This design comes from an exercise in tuning for small area, a short achievable clock period and few clock cycles per item on the open sky130 flow, not from production work.
At most, simulation tests tie the RTL to the original design; equivalence was not proved.
The RTL of run 2 was laid out without a check of its function.
Power figures rest on the tool's default switching activity, not on a simulated workload.

==> flow/design.v, too long to show whole: its modules and the start of the top module <==
// module RFILE: 2412 lines
module RFILE(clk, rst, A_x, A_y, B_x, B_y, C_x, C_y, rssiA, rssiB, rssiC,
             valueA, valueB, valueC, expA, expB, expC, busy, out_valid, xt, yt);
  // ...
==> flow/flow/run.sh <==
#!/bin/bash
# Standard layout (the standard.sh) with two changes:
#  - synthesis script flow/syn.tcl (the standard flow's script with Yosys synth -noabc and
#    the final ABC mapping done by flow/abc_map.script),
#  - port buffers are sky130_fd_sc_hd__buf_1 (every port still gets one).
set -euo pipefail
HERE=$(pwd)
export FLOW_ABC_SCRIPT=$HERE/flow/abc_map.script
sed -e "s#SYNTH_SCRIPT=[^ ]*#SYNTH_SCRIPT=$HERE/flow/syn.tcl#" \
    -e "s#make -C #make BUFFER_PORTS_ARGS='-buffer_cell sky130_fd_sc_hd__buf_1' -C #" \
    standard.sh > flow_standard.sh
grep -q "flow/syn.tcl" flow_standard.sh
grep -q "BUFFER_PORTS_ARGS" flow_standard.sh
bash flow_standard.sh finish > make.log 2>&1
==> flow/flow/abc_map.script <==
strash
dch -f
map -D 18000
topo
stime -c
buffer -c
upsize -c
dnsize -c
==> flow/flow/syn.tcl <==
# The standard flow's synthesis script (synth_recipe.tcl) with two changes to the
# combinational mapping only; registers are unchanged:
#  - Yosys's generic synth runs without its early "abc -fast" pass (-noabc).
#    That pass rewrites XOR/majority logic so that extract_fa builds full
#    adders with inverted pins and leaves inverters between them.
#  - The final ABC mapping uses flow/abc_map.script (delay-targeted mapping
#    with area recovery, then the usual buffering and sizing) in place of the
#    ORFS script, whose delay target of 115 ps makes it map for speed only.
proc synth {args} { yosys synth -nofsm -noshare -noabc {*}$args }
proc abc {args} {
  set i [lsearch -exact $args -script]
  if {$i >= 0 && [info exists ::env(FLOW_ABC_SCRIPT)]} {
    lset args [expr {$i + 1}] $::env(FLOW_ABC_SCRIPT)
  }
  puts "abc mapping script: [lindex $args [expr {$i + 1}]]"
  yosys abc {*}$args
}
source $::env(SCRIPTS_DIR)/synth.tcl
# left out here: clear keep_hierarchy, flatten, clean up, hide names made inside functions, write 1_2_yosys.v
==> flow/standard.sh <==
#!/bin/bash
# synth_recipe.tcl (not shown) runs the flow's synth.tcl, then flattens the netlist and writes it again
# the make line also repeats each setting of config.mk as NAME=value (left out here)
make -C /OpenROAD-flow-scripts/flow DESIGN_CONFIG=/design/flow/config.mk WORK_HOME=/design/flow/orfs CLKGATE_MAP_FILE= SYNTH_SCRIPT=/design/flow/synth_recipe.tcl "${@:-finish}"
==> flow/config.mk <==
export PLATFORM = sky130hd
export DESIGN_NAME = RFILE
export DESIGN_NICKNAME = RFILE
export VERILOG_FILES = /design/flow/design.v
export SDC_FILE = /design/flow/constraint.sdc
export NUM_CORES = 8
export LEC_CHECK = 0
export ABC_AREA = 1
export CAP_MARGIN = 20
export CORE_MARGIN = 2
export CORE_UTILIZATION = 40
export SLEW_MARGIN = 20
==> flow/constraint.sdc <==
create_clock -name core_clock -period 115.0 [get_ports {clk}]
set_input_delay 23.0000 -clock core_clock [delete_from_list [all_inputs] [get_ports {clk}]]
set_output_delay 23.0000 -clock core_clock [all_outputs]
set_load 0.01 [all_outputs]
==> run notes, run 1 <==
Status:
- The run finished with no timing, DRC or antenna violations.

Finish:
- The antenna cell count is 1.
- 3,710 cells are multi-input combinational gates.
- Once layout is complete, the utilization of the core stands at 0.436.
- For this run, the number of standard cells in the final layout without fillers is 6,177.
- The share of post-route cells with drive strength above 1 is 0.0469.
- Relative to the synthesized area, the layout overhead comes to 8.02%.

Drt:
- The final layout contains routed wiring with a total length of 127 mm.
- In the routed layout, each cell is associated on average with a via count of 5.55.
- The number of iterations in the first detailed-routing pass is 8.
- For this block, the via count after detailed routing is 34,300.

Yosys:
- The area of the mapped netlist is 37,000 um^2.
- The synthesized netlist contains 67 unique library cells.
- Synthesis produced a netlist with a net count of 5,704.
- Of the post-synthesis cell area, the part taken by muxes is 0.
- By instance count, the leading cell after synthesis is sky130_fd_sc_hd__inv_1.
- For this run, the register share of the synthesized area comes to 0.158.
- The top-area cell type share of the netlist area is 0.160.

Worst hold path:
- The worst hold path terminates at cnt[0].

Clock network:
- The clock root buffer is sky130_fd_sc_hd__clkbuf_16.

Floorplan:
- In this run the horizontal extent of the chip is 308 um.
- The die covers 94,900 um^2.
- The vertical die dimension is 308 um.
- The core outline area is 91,700 um^2.
- The cell row count is 111.

Setup path:
- The largest incremental delay on the critical path is 0.39 ns.
- The endpoint of the worst register-to-register path is fy[0].
- The buffers plus inverters on the worst setup path is 1.
- The critical-path cell with the highest stage delay is sky130_fd_sc_hd__dfxtp_1.

Global routing:
- The met2 routing resource usage after global routing is 0.453.
- The first global-routing pass estimated 195 mm of wire.
- The peak-usage layer in the global routing report is met2.

Timing:
- The number of setup violations in the final report is 0.
- On the final layout, the worst hold slack is 0.490 ns.

Power and ir drop:
- Of the total power, registers draw 0.125.
- Summed over all cells, the static leakage comes to 18.6 nW.
- The net switching power is 0.521 mW.
- The combinational group power is 0.778 mW.
- The clock network power share is 0.101.

Place:
- The worst setup timing slack at the placement stage is 90.96 ns.
Testbench counts, summed over its fixed seeds: cycles 4,835, items 512.
==> run 2: changes to the inputs <==
--- a/flow/design.v
+++ b/flow/design.v
@@ -8,19 +8,21 @@
 input  [15:0]   valueA, valueB, valueC;
 output reg [11:0] expA, expB, expC;
 output reg      busy;
 output reg      out_valid;
 output reg [7:0] xt, yt;
 reg  [8:0] ph;            
 reg  [2:0] k;             
 reg        knz;           
+reg        k2;            
+reg        s4r;           
 reg  [2:0] cnt;           
 wire       first = ph[7];
-wire [2:0] cn = first ? ({1'b0, fs} + k) : cnt - 3'd1;
+wire [2:0] cn = first ? ({1'b0, fs} + k - {2'd0, s4}) : cnt - 3'd1;
 wire       fin = ph[8] && (cn == 3'd1);
 reg  [1:0] fc;            
 wire       fe = (fc != 2'd0);
 always @(posedge clk or posedge rst) begin
     if (rst) begin
         ph <= 9'd1;
     end else begin
         ph <= fin ? 9'd1 : {ph[8] | ph[7], ph[6:0], 1'b0};
@@ -1538,48 +1540,55 @@
 wire [24:0] my_sum = {my_bk_s24, my_bk_s23, my_bk_s22, my_bk_s21, my_bk_s20, my_bk_s19, my_bk_s18, my_bk_s17, my_bk_s16, my_bk_s15, my_bk_s14, my_bk_s13, my_bk_s12, my_bk_s11, my_bk_s10, my_bk_s9, my_bk_s8, my_bk_s7, my_bk_s6, my_bk_s5, my_bk_s4, my_bk_s3, my_bk_s2, my_bk_s1, my_bk_s0};
 wire [24:0] mxo = mx_sum;
 wire [24:0] myo = my_sum;
 reg  [17:0] g;
 reg         sgnd;
 wire [17:0] dl = mxo[17:0];        
 wire [16:0] adl = dl[17] ? 17'd0 - dl[16:0] : dl[16:0];
 wire gb17 = g[17], gb16 = ~g[17] & g[16], gb15 = ~g[17] & ~g[16] & g[15], gb14 = ~g[17] & ~g[16] & ~g[15];
-wire [18:0] negg = 19'd0 - {1'b0, g};
+wire [18:0] negg = 19'd0 - {1'b0, geff};
 always @(posedge clk) begin
     if (ph[3]) begin
         sgnd <= ~dl[17];
         g <= {adl, 1'b0};
         k <= 3'd0;
         knz <= 1'b0;
+        k2 <= 1'b0;
     end else if (ph[4] | ph[5] | ph[6]) begin
-        if (g[17:10] == 8'd0) begin g <= {g[9:0], 8'd0}; k <= k + 3'd2; knz <= 1'b1; end
-        else if (g[17:14] == 4'd0) begin g <= {g[13:0], 4'd0}; k <= k + 3'd1; knz <= 1'b1; end
+        if (g[17:10] == 8'd0) begin g <= {g[9:0], 8'd0}; k <= k + 3'd2; knz <= 1'b1; k2 <= 1'b1; end
+        else if (g[17:14] == 4'd0) begin g <= {g[13:0], 4'd0}; k <= k + 3'd1; knz <= 1'b1; k2 <= k2 | knz; end
     end
 end
 wire [24:0] nx = mxo;
+wire s4x = (gb17 & (&nx[24:16] | ~|nx[24:16])) | (gb16 & (&nx[24:15] | ~|nx[24:15])) | (gb15 & (&nx[24:14] | ~|nx[24:14])) | (gb14 & (&nx[24:13] | ~|nx[24:13]));
 wire f4x = knz & ((gb17 & (&nx[24:20] | ~|nx[24:20])) | (gb16 & (&nx[24:19] | ~|nx[24:19])) | (gb15 & (&nx[24:18] | ~|nx[24:18])) | (gb14 & (&nx[24:17] | ~|nx[24:17])));
 wire f8x = (gb17) | (gb16 & (&nx[24:23] | ~|nx[24:23])) | (gb15 & (&nx[24:22] | ~|nx[24:22])) | (gb14 & (&nx[24:21] | ~|nx[24:21]));
 wire [24:0] ny = myo;
+wire s4y = (gb17 & (&ny[24:16] | ~|ny[24:16])) | (gb16 & (&ny[24:15] | ~|ny[24:15])) | (gb15 & (&ny[24:14] | ~|ny[24:14])) | (gb14 & (&ny[24:13] | ~|ny[24:13]));
 wire f4y = knz & ((gb17 & (&ny[24:20] | ~|ny[24:20])) | (gb16 & (&ny[24:19] | ~|ny[24:19])) | (gb15 & (&ny[24:18] | ~|ny[24:18])) | (gb14 & (&ny[24:17] | ~|ny[24:17])));
 wire f8y = (gb17) | (gb16 & (&ny[24:23] | ~|ny[24:23])) | (gb15 & (&ny[24:22] | ~|ny[24:22])) | (gb14 & (&ny[24:21] | ~|ny[24:21]));
+wire s4 = k2 & s4x & s4y;
+wire s4e = first ? s4 : s4r;
+wire [17:0] geff = s4e ? {4'd0, g[17:4]} : g;
+always @(posedge clk) if (first) s4r <= s4;
 wire f4 = f4x & f4y;
 wire f8 = f8x & f8y;
 wire [1:0] fs = f4 ? 2'd1 : f8 ? 2'd2 : 2'd3;    
 wire [18:0] rix = f4 ? {nx[24], nx[20:3]} : f8 ? {nx[24], nx[24:7]} : {{5{nx[24]}}, nx[24:11]};
 wire [3:0] fix = f4 ? {nx[2:0], 1'b0} : f8 ? nx[6:3] : nx[10:7];
 wire [17:0] ffx = f4 ? {18{nx[24]}} : f8 ? {nx[2:0], 1'b0, {14{nx[24]}}} : {nx[6:0], 1'b0, {10{nx[24]}}};
 reg  [18:0] rx;
 reg  [17:0] fx;
 reg         negx;
 wire [18:0] rrx0 = first ? rix : rx;
 wire fbx0 = first ? fix[3] : (fe & fx[17]);
 wire ivx0 = ~rrx0[18];
 wire [19:0] xax0 = {rrx0, fbx0};
-wire [19:0] yax0 = {2'b00, g} ^ {20{ivx0}};
+wire [19:0] yax0 = {2'b00, geff} ^ {20{ivx0}};
 wire ax0_g0 = xax0[0] & yax0[0]; wire ax0_p0 = xax0[0] ^ yax0[0];
 wire ax0_g1 = xax0[1] & yax0[1]; wire ax0_p1 = xax0[1] ^ yax0[1];
 wire ax0_g2 = xax0[2] & yax0[2]; wire ax0_p2 = xax0[2] ^ yax0[2];
 wire ax0_g3 = xax0[3] & yax0[3]; wire ax0_p3 = xax0[3] ^ yax0[3];
 wire ax0_g4 = xax0[4] & yax0[4]; wire ax0_p4 = xax0[4] ^ yax0[4];
 wire ax0_g5 = xax0[5] & yax0[5]; wire ax0_p5 = xax0[5] ^ yax0[5];
 wire ax0_g6 = xax0[6] & yax0[6]; wire ax0_p6 = xax0[6] ^ yax0[6];
 wire ax0_g7 = xax0[7] & yax0[7]; wire ax0_p7 = xax0[7] ^ yax0[7];
@@ -1668,17 +1677,17 @@
 wire ax0_s17 = ax0_p17 ^ ax0_c17;
 wire ax0_s18 = ax0_p18 ^ ax0_c18;
 wire ax0_s19 = ax0_p19 ^ ax0_c19;
 wire [18:0] rrx1 = {ax0_s18, ax0_s17, ax0_s16, ax0_s15, ax0_s14, ax0_s13, ax0_s12, ax0_s11, ax0_s10, ax0_s9, ax0_s8, ax0_s7, ax0_s6, ax0_s5, ax0_s4, ax0_s3, ax0_s2, ax0_s1, ax0_s0};
 wire qx0 = ~ax0_s19;
 wire fbx1 = first ? fix[2] : (fe & fx[16]);
 wire ivx1 = ~rrx1[18];
 wire [19:0] xax1 = {rrx1, fbx1};
-wire [19:0] yax1 = {2'b00, g} ^ {20{ivx1}};
+wire [19:0] yax1 = {2'b00, geff} ^ {20{ivx1}};
 wire ax1_g0 = xax1[0] & yax1[0]; wire ax1_p0 = xax1[0] ^ yax1[0];
 wire ax1_g1 = xax1[1] & yax1[1]; wire ax1_p1 = xax1[1] ^ yax1[1];
 wire ax1_g2 = xax1[2] & yax1[2]; wire ax1_p2 = xax1[2] ^ yax1[2];
 wire ax1_g3 = xax1[3] & yax1[3]; wire ax1_p3 = xax1[3] ^ yax1[3];
 wire ax1_g4 = xax1[4] & yax1[4]; wire ax1_p4 = xax1[4] ^ yax1[4];
 wire ax1_g5 = xax1[5] & yax1[5]; wire ax1_p5 = xax1[5] ^ yax1[5];
 wire ax1_g6 = xax1[6] & yax1[6]; wire ax1_p6 = xax1[6] ^ yax1[6];
 wire ax1_g7 = xax1[7] & yax1[7]; wire ax1_p7 = xax1[7] ^ yax1[7];
@@ -1767,17 +1776,17 @@
 wire ax1_s17 = ax1_p17 ^ ax1_c17;
 wire ax1_s18 = ax1_p18 ^ ax1_c18;
 wire ax1_s19 = ax1_p19 ^ ax1_c19;
 wire [18:0] rrx2 = {ax1_s18, ax1_s17, ax1_s16, ax1_s15, ax1_s14, ax1_s13, ax1_s12, ax1_s11, ax1_s10, ax1_s9, ax1_s8, ax1_s7, ax1_s6, ax1_s5, ax1_s4, ax1_s3, ax1_s2, ax1_s1, ax1_s0};
 wire qx1 = ~ax1_s19;
 wire fbx2 = first ? fix[1] : (fe & fx[15]);
 wire ivx2 = ~rrx2[18];
 wire [19:0] xax2 = {rrx2, fbx2};
-wire [19:0] yax2 = {2'b00, g} ^ {20{ivx2}};
+wire [19:0] yax2 = {2'b00, geff} ^ {20{ivx2}};
 wire ax2_g0 = xax2[0] & yax2[0]; wire ax2_p0 = xax2[0] ^ yax2[0];
 wire ax2_g1 = xax2[1] & yax2[1]; wire ax2_p1 = xax2[1] ^ yax2[1];
 wire ax2_g2 = xax2[2] & yax2[2]; wire ax2_p2 = xax2[2] ^ yax2[2];
 wire ax2_g3 = xax2[3] & yax2[3]; wire ax2_p3 = xax2[3] ^ yax2[3];
 wire ax2_g4 = xax2[4] & yax2[4]; wire ax2_p4 = xax2[4] ^ yax2[4];
 wire ax2_g5 = xax2[5] & yax2[5]; wire ax2_p5 = xax2[5] ^ yax2[5];
 wire ax2_g6 = xax2[6] & yax2[6]; wire ax2_p6 = xax2[6] ^ yax2[6];
 wire ax2_g7 = xax2[7] & yax2[7]; wire ax2_p7 = xax2[7] ^ yax2[7];
@@ -1866,17 +1875,17 @@
 wire ax2_s17 = ax2_p17 ^ ax2_c17;
 wire ax2_s18 = ax2_p18 ^ ax2_c18;
 wire ax2_s19 = ax2_p19 ^ ax2_c19;
 wire [18:0] rrx3 = {ax2_s18, ax2_s17, ax2_s16, ax2_s15, ax2_s14, ax2_s13, ax2_s12, ax2_s11, ax2_s10, ax2_s9, ax2_s8, ax2_s7, ax2_s6, ax2_s5, ax2_s4, ax2_s3, ax2_s2, ax2_s1, ax2_s0};
 wire qx2 = ~ax2_s19;
 wire fbx3 = first ? fix[0] : (fe & fx[14]);
 wire ivx3 = ~rrx3[18];
 wire [19:0] xax3 = {rrx3, fbx3};
-wire [19:0] yax3 = {2'b00, g} ^ {20{ivx3}};
+wire [19:0] yax3 = {2'b00, geff} ^ {20{ivx3}};
 wire ax3_g0 = xax3[0] & yax3[0]; wire ax3_p0 = xax3[0] ^ yax3[0];
 wire ax3_g1 = xax3[1] & yax3[1]; wire ax3_p1 = xax3[1] ^ yax3[1];
 wire ax3_g2 = xax3[2] & yax3[2]; wire ax3_p2 = xax3[2] ^ yax3[2];
 wire ax3_g3 = xax3[3] & yax3[3]; wire ax3_p3 = xax3[3] ^ yax3[3];
 wire ax3_g4 = xax3[4] & yax3[4]; wire ax3_p4 = xax3[4] ^ yax3[4];
 wire ax3_g5 = xax3[5] & yax3[5]; wire ax3_p5 = xax3[5] ^ yax3[5];
 wire ax3_g6 = xax3[6] & yax3[6]; wire ax3_p6 = xax3[6] ^ yax3[6];
 wire ax3_g7 = xax3[7] & yax3[7]; wire ax3_p7 = xax3[7] ^ yax3[7];
@@ -1981,17 +1990,17 @@
 wire [17:0] ffy = f4 ? {18{ny[24]}} : f8 ? {ny[2:0], 1'b0, {14{ny[24]}}} : {ny[6:0], 1'b0, {10{ny[24]}}};
 reg  [18:0] ry;
 reg  [17:0] fy;
 reg         negy;
 wire [18:0] rry0 = first ? riy : ry;
 wire fby0 = first ? fiy[3] : (fe & fy[17]);
 wire ivy0 = ~rry0[18];
 wire [19:0] xay0 = {rry0, fby0};
-wire [19:0] yay0 = {2'b00, g} ^ {20{ivy0}};
+wire [19:0] yay0 = {2'b00, geff} ^ {20{ivy0}};
 wire ay0_g0 = xay0[0] & yay0[0]; wire ay0_p0 = xay0[0] ^ yay0[0];
 wire ay0_g1 = xay0[1] & yay0[1]; wire ay0_p1 = xay0[1] ^ yay0[1];
 wire ay0_g2 = xay0[2] & yay0[2]; wire ay0_p2 = xay0[2] ^ yay0[2];
 wire ay0_g3 = xay0[3] & yay0[3]; wire ay0_p3 = xay0[3] ^ yay0[3];
 wire ay0_g4 = xay0[4] & yay0[4]; wire ay0_p4 = xay0[4] ^ yay0[4];
 wire ay0_g5 = xay0[5] & yay0[5]; wire ay0_p5 = xay0[5] ^ yay0[5];
 wire ay0_g6 = xay0[6] & yay0[6]; wire ay0_p6 = xay0[6] ^ yay0[6];
 wire ay0_g7 = xay0[7] & yay0[7]; wire ay0_p7 = xay0[7] ^ yay0[7];
@@ -2080,17 +2089,17 @@
 wire ay0_s17 = ay0_p17 ^ ay0_c17;
 wire ay0_s18 = ay0_p18 ^ ay0_c18;
 wire ay0_s19 = ay0_p19 ^ ay0_c19;
 wire [18:0] rry1 = {ay0_s18, ay0_s17, ay0_s16, ay0_s15, ay0_s14, ay0_s13, ay0_s12, ay0_s11, ay0_s10, ay0_s9, ay0_s8, ay0_s7, ay0_s6, ay0_s5, ay0_s4, ay0_s3, ay0_s2, ay0_s1, ay0_s0};
 wire qy0 = ~ay0_s19;
 wire fby1 = first ? fiy[2] : (fe & fy[16]);
 wire ivy1 = ~rry1[18];
 wire [19:0] xay1 = {rry1, fby1};
-wire [19:0] yay1 = {2'b00, g} ^ {20{ivy1}};
+wire [19:0] yay1 = {2'b00, geff} ^ {20{ivy1}};
 wire ay1_g0 = xay1[0] & yay1[0]; wire ay1_p0 = xay1[0] ^ yay1[0];
 wire ay1_g1 = xay1[1] & yay1[1]; wire ay1_p1 = xay1[1] ^ yay1[1];
 wire ay1_g2 = xay1[2] & yay1[2]; wire ay1_p2 = xay1[2] ^ yay1[2];
 wire ay1_g3 = xay1[3] & yay1[3]; wire ay1_p3 = xay1[3] ^ yay1[3];
 wire ay1_g4 = xay1[4] & yay1[4]; wire ay1_p4 = xay1[4] ^ yay1[4];
 wire ay1_g5 = xay1[5] & yay1[5]; wire ay1_p5 = xay1[5] ^ yay1[5];
 wire ay1_g6 = xay1[6] & yay1[6]; wire ay1_p6 = xay1[6] ^ yay1[6];
 wire ay1_g7 = xay1[7] & yay1[7]; wire ay1_p7 = xay1[7] ^ yay1[7];
@@ -2179,17 +2188,17 @@
 wire ay1_s17 = ay1_p17 ^ ay1_c17;
 wire ay1_s18 = ay1_p18 ^ ay1_c18;
 wire ay1_s19 = ay1_p19 ^ ay1_c19;
 wire [18:0] rry2 = {ay1_s18, ay1_s17, ay1_s16, ay1_s15, ay1_s14, ay1_s13, ay1_s12, ay1_s11, ay1_s10, ay1_s9, ay1_s8, ay1_s7, ay1_s6, ay1_s5, ay1_s4, ay1_s3, ay1_s2, ay1_s1, ay1_s0};
 wire qy1 = ~ay1_s19;
 wire fby2 = first ? fiy[1] : (fe & fy[15]);
 wire ivy2 = ~rry2[18];
 wire [19:0] xay2 = {rry2, fby2};
-wire [19:0] yay2 = {2'b00, g} ^ {20{ivy2}};
+wire [19:0] yay2 = {2'b00, geff} ^ {20{ivy2}};
 wire ay2_g0 = xay2[0] & yay2[0]; wire ay2_p0 = xay2[0] ^ yay2[0];
 wire ay2_g1 = xay2[1] & yay2[1]; wire ay2_p1 = xay2[1] ^ yay2[1];
 wire ay2_g2 = xay2[2] & yay2[2]; wire ay2_p2 = xay2[2] ^ yay2[2];
 wire ay2_g3 = xay2[3] & yay2[3]; wire ay2_p3 = xay2[3] ^ yay2[3];
 wire ay2_g4 = xay2[4] & yay2[4]; wire ay2_p4 = xay2[4] ^ yay2[4];
 wire ay2_g5 = xay2[5] & yay2[5]; wire ay2_p5 = xay2[5] ^ yay2[5];
 wire ay2_g6 = xay2[6] & yay2[6]; wire ay2_p6 = xay2[6] ^ yay2[6];
 wire ay2_g7 = xay2[7] & yay2[7]; wire ay2_p7 = xay2[7] ^ yay2[7];
@@ -2278,17 +2287,17 @@
 wire ay2_s17 = ay2_p17 ^ ay2_c17;
 wire ay2_s18 = ay2_p18 ^ ay2_c18;
 wire ay2_s19 = ay2_p19 ^ ay2_c19;
 wire [18:0] rry3 = {ay2_s18, ay2_s17, ay2_s16, ay2_s15, ay2_s14, ay2_s13, ay2_s12, ay2_s11, ay2_s10, ay2_s9, ay2_s8, ay2_s7, ay2_s6, ay2_s5, ay2_s4, ay2_s3, ay2_s2, ay2_s1, ay2_s0};
 wire qy2 = ~ay2_s19;
 wire fby3 = first ? fiy[0] : (fe & fy[14]);
 wire ivy3 = ~rry3[18];
 wire [19:0] xay3 = {rry3, fby3};
-wire [19:0] yay3 = {2'b00, g} ^ {20{ivy3}};
+wire [19:0] yay3 = {2'b00, geff} ^ {20{ivy3}};
 wire ay3_g0 = xay3[0] & yay3[0]; wire ay3_p0 = xay3[0] ^ yay3[0];
 wire ay3_g1 = xay3[1] & yay3[1]; wire ay3_p1 = xay3[1] ^ yay3[1];
 wire ay3_g2 = xay3[2] & yay3[2]; wire ay3_p2 = xay3[2] ^ yay3[2];
 wire ay3_g3 = xay3[3] & yay3[3]; wire ay3_p3 = xay3[3] ^ yay3[3];
 wire ay3_g4 = xay3[4] & yay3[4]; wire ay3_p4 = xay3[4] ^ yay3[4];
 wire ay3_g5 = xay3[5] & yay3[5]; wire ay3_p5 = xay3[5] ^ yay3[5];
 wire ay3_g6 = xay3[6] & yay3[6]; wire ay3_p6 = xay3[6] ^ yay3[6];
 wire ay3_g7 = xay3[7] & yay3[7]; wire ay3_p7 = xay3[7] ^ yay3[7];
==> run notes, run 2 <==
Clock network:
- The clock-pin slew on the worst setup and hold paths came to 0.06 ns (about the same).
- The count of hold buffers inserted by post-cts repair came to 0 (unchanged).
- The CTS tree is built (unchanged).
- The post-CTS repair timing setup buffer count was 0 (unchanged).
- The clock root buffer is sky130_fd_sc_hd__clkbuf_16 (unchanged).
- The count of cells resized by post-cts repair was 0 (unchanged).
- The level count of the clock H-tree is 2 (was 1).
- The latest clock arrival within the worst-skew pair came to 0.56 ns (was 0.61 ns).
- The number of buffers on the longest clock path is 3 (unchanged).
- The count of clock tree sinks is 241 (was 239).
- The number of buffers inserted during clock tree synthesis is 34 (was 31).

Global routing:
- The total routing resource utilization after global routing is 0.270 (was 0.265).
- The first-pass GRT wire length is 200 mm (was 195 mm).
- The remaining global-route overflow is 0 (unchanged).
- The via count of the first global-routing pass came to 34,500 (was 33,400).
- The maximum number of pins on one net before global-route repair is 68 (was 74).
- The initial antenna violation count is 0 (was 1).

Power and ir drop:
- The total leakage power was 19.1 nW (was 18.6 nW).
- The power density over cell area is 23.7 nW/um^2 (was 25.2 nW/um^2).
- The maximum VDD drop is 0.000114 V (was 0.0000650 V).
- The sequential share of power is 0.131 (was 0.125).
- The internal power is 0.479 mW (was 0.485 mW).
- The combinational share of power came to 0.756 (was 0.774).
- The clock network power share is 0.113 (was 0.101).
- The net switching power came to 0.485 mW (was 0.521 mW).
- The switching share of power was 0.503 (was 0.518).

Finish:
- Top library cells by usage in the layout, fill and taps aside: 629 x sky130_fd_sc_hd__inv_1, 563 x sky130_fd_sc_hd__nand2_1, 533 x sky130_fd_sc_hd__nor2_1 (was 655 x sky130_fd_sc_hd__inv_1, 589 x sky130_fd_sc_hd__nand2_1, 551 x sky130_fd_sc_hd__nor2_1).
- The final layout net count is 5,831 (was 5,791).
- The most frequent standard cell in the layout excluding fill and tap cells is sky130_fd_sc_hd__inv_1 (unchanged).
- The share of post-route cells with drive strength above 1 is 0.0536 (was 0.0469).
- Largest registers: rs: 19 flops, rx: 19 flops, ry: 19 flops (unchanged).
- The antenna cell count was 0 (was 1).
- The end-of-flow core utilization is 0.438 (was 0.436).
- The synthesis-to-finish area growth is 8.80% (was 8.02%).

Floorplan:
- The horizontal extent of the die is 310 um (was 308 um).
- The core outline area is 92,900 um^2 (was 91,700 um^2).
- The initial core utilization came to 0.402 (was 0.404).
- The vertical die dimension is 310 um (was 308 um).
- The count of boundary I/O pins was 212 (unchanged).
- The die area is 95,900 um^2 (was 94,900 um^2).
- The cell row count was 112 (was 111).

Place:
- The worst setup timing slack at the placement stage was 90.55 ns (was 90.96 ns).
- The number of port buffers was 208 (unchanged).
- The half-perimeter wire length after detailed placement is 103 mm (was 102 mm).
- The final RePlAce weighted congestion is 0.951 (was 0.931).

Setup path:
- The critical-path cell with the highest stage delay is sky130_fd_sc_hd__dfrtp_2 (was sky130_fd_sc_hd__dfxtp_1).
- The largest driver fanout on the critical path is 32 (was 1).
- The startpoint-to-endpoint class of the critical path is reg2reg (was reg2out).
- The critical path launch point type is a flop (unchanged).
- The cell repeated most along the worst path is sky130_fd_sc_hd__inv_1.
- The endpoint arrival time on the critical path is 24.94 ns (was 1.20 ns).
- The kind of capture point of the worst setup path was a flop (was primary output).
- The largest incremental delay on the critical path is 0.88 ns (was 0.39 ns).
- The required time of the worst setup path is 115.27 ns (was 92.00 ns).

Yosys:
- The most frequently used cell type in the post-synthesis netlist is sky130_fd_sc_hd__inv_1 (unchanged).
- The area of the mapped netlist is 37,400 um^2 (was 37,000 um^2).
- Dominant cells by area after synthesis: sky130_fd_sc_hd__fa_1 16%, sky130_fd_sc_hd__ha_1 12%, sky130_fd_sc_hd__xor2_1 10% (was sky130_fd_sc_hd__fa_1 16%, sky130_fd_sc_hd__ha_1 13%, sky130_fd_sc_hd__xor2_1 10%).
- The fraction of registers with async set/reset is 0.0373 (was 0.0377).
- The instance count of the mapped netlist was 4,903 (was 4,879).
- The number of enable flip-flop cells after synthesis is 100 (unchanged).
- The number of nets in the synthesized netlist was 5,722 (was 5,704).
- The cell accounting for the most synthesized area is sky130_fd_sc_hd__fa_1 (unchanged).
- The number of storage elements in the synthesis netlist is 241 (was 239).
- The count of distinct cell types in the synthesized netlist is 68 (was 67).
- The top-area cell type share of the netlist area is 0.163 (was 0.160).
- The mean area per synthesized cell came to 7.62 um^2 (was 7.58 um^2).
- The number of warnings printed during yosys synthesis is 1 (unchanged).
- The fraction of the yosys area taken by sequential cells is 0.157 (was 0.158).
- List of most frequent post-synthesis cells: 630 x sky130_fd_sc_hd__inv_1, 563 x sky130_fd_sc_hd__nand2_1, 542 x sky130_fd_sc_hd__nor2_1, 448 x sky130_fd_sc_hd__xor2_1, 357 x sky130_fd_sc_hd__ha_1 (was 657 x sky130_fd_sc_hd__inv_1, 589 x sky130_fd_sc_hd__nand2_1, 557 x sky130_fd_sc_hd__nor2_1, 421 x sky130_fd_sc_hd__xor2_1, 371 x sky130_fd_sc_hd__ha_1).
- The prevailing post-synth register cell is sky130_fd_sc_hd__dfxtp_1 (unchanged).

Drt:
- The remaining routing DRC violations is 0 (unchanged).
- The per-cell routed wire length was 20.6 um (was 20.5 um).
- The remaining number of nets flagged by the antenna check after routing came to 0 (unchanged).
- The violation count after the first detailed-route iteration is 2,998 (was 3,188).
- The number of vias per cell is 5.55 (about the same).
- The number of iterations in the first detailed-routing pass was 6 (was 8).
- The detailed-route via count is 34,900 (was 34,300).
- The total length of routed wires is 130 mm (was 127 mm).

Timing:
- The sum of negative setup slack came to 0 ns (unchanged).
- The measured slew at the worst slew-check pin came to 1.11 ns (was 1.14 ns).
- The timing-limited maximum frequency is 0.0405 GHz (was 0.0413 GHz).
- The number of setup violations in the final report is 0 (unchanged).
- The worst setup slack after layout is 90.33 ns (was 90.80 ns).
- The final count of hold timing violations is 0 (unchanged).
- The final period utilization is 0.215 (was 0.210).
- The maximum clock skew at final layout is 0.0192 ns (was 0.0152 ns).
- Setup repair after global routing missed its margin: false (unchanged).
- The number of max-slew violations in the final report is 0 (unchanged).
- The worst relative slew slack is 0.263 (was 0.238).
- The worst hold slack is 0.484 ns (was 0.490 ns).
- The post-route minimum period was 24.67 ns (was 24.20 ns).

Job:
- The number of max-cap violations came to 0 (unchanged).

Worst hold path:
- The type of the most critical hold path is reg2reg (unchanged).

Status:
- Result of the run: no timing/DRC/antenna violations (unchanged).
## run 2: power groups by stage
stage	Combinational (mW)	Clock, mW	Sequential, mW
after CTS	0.721	0.111	0.126
final	0.729	0.109	0.126
after global placement	0.701	0	0.128
after detailed placement	0.717	0	0.128
after global routing	0.835	0.113	0.127
after floorplan	0.548	0	0.123
## run 2: cell families after synthesis
kind of cell | after synthesis | share of synthesized area
adders and majority gates | 661 | 0.282
DFF | 241 | 0.157
AOI/OAI and AO/OA | 1175 | 0.189
xor gates and xnor gates | 539 | 0.126
muxes | 2 | 0.000536
and+or+nand+nor | 1373 | 0.153
buffers and inverters | 912 | 0.0918
## run 2: layer usage
metal,up-vias,share of wire,global-route usage
met5,-,0,0
met4,0,0.047,0.114
met3,252,0.063,0.0310
met2,1319,0.48,0.461
met1,16700,0.41,0.344
li1,16600,-,-
## run 2: layout make-up
type                    instances  area, um^2
fillers                      9593       52200
inverters                     707        2660
repair buffers                278        1310
well taps                    1254        1570
flip-flops and latches        241        5880
clock inverters                10         123
clock buffers                  52        1010
multi-input cells            3750       28100
## run 2: metrics by stage
stage,total power [mW],instances,cell area [um^2]
after floorplan,0.672,4903,37400
after global placement,0.828,6230,39500
after detailed placement,0.844,6230,39500
after CTS,0.957,6292,40700
after global routing,1.07,6292,40700
final,0.964,6292,40700
## run 2: critical path: cells and delay by family, from the launching register on
kind                       cells  cell delay [ns]
DFF                            1             0.88
and+or+nand+nor               29             4.35
xor gates and xnor gates       6             1.84
adders and majority gates     11             4.13
buffers and inverters         19             3.42
AOI/OAI and AO/OA             42             9.62
## run 2: path summary, 6_finish.rpt
kind	from	to	slack [ns]	depth (start not counted)
max in group asynchronous	rst	ph[0]	92.29	2
max reg2reg	ph[7]	fy[0]	90.33	107
min reg2reg	cnt[0]	cnt[0]	0.48	1
max	ph[7]	fy[0]	90.33	107
min in group asynchronous	rst	ph[2]	22.40	2
min	cnt[0]	cnt[0]	0.48	1

## separate check: timing with driven ports
No port has a modelled driver above. Below, the same layouts with a new extraction and two added sets of constraints.
Step 1 assumes that a clkbuf_16 drives the clock port and a buf_2 every other input.
Step 2 moves the port delays by t, midway between the first and last clock arrival at a register: inputs arrive t later, outputs are due t later. That takes back most of the time a late clock gives input paths.
Slacks: no drivers / after step 1 / after step 2; pairs: no drivers / after step 1.
| run | shift t [ns] | setup WS [ns] | hold slack, ns | slew at the worst register clock pin (ns) |
|---|---|---|---|---|
| run 1 | 0.667 | 90.801 / 90.738 / 90.997 | 0.490 / 0.490 / 0.490 | 0.07 / 0.07 |
| run 2 | 0.619 | 90.330 / 90.330 / 90.330 | 0.484 / 0.484 / 0.484 | 0.07 / 0.07 |
After both steps every run listed still meets setup and hold.
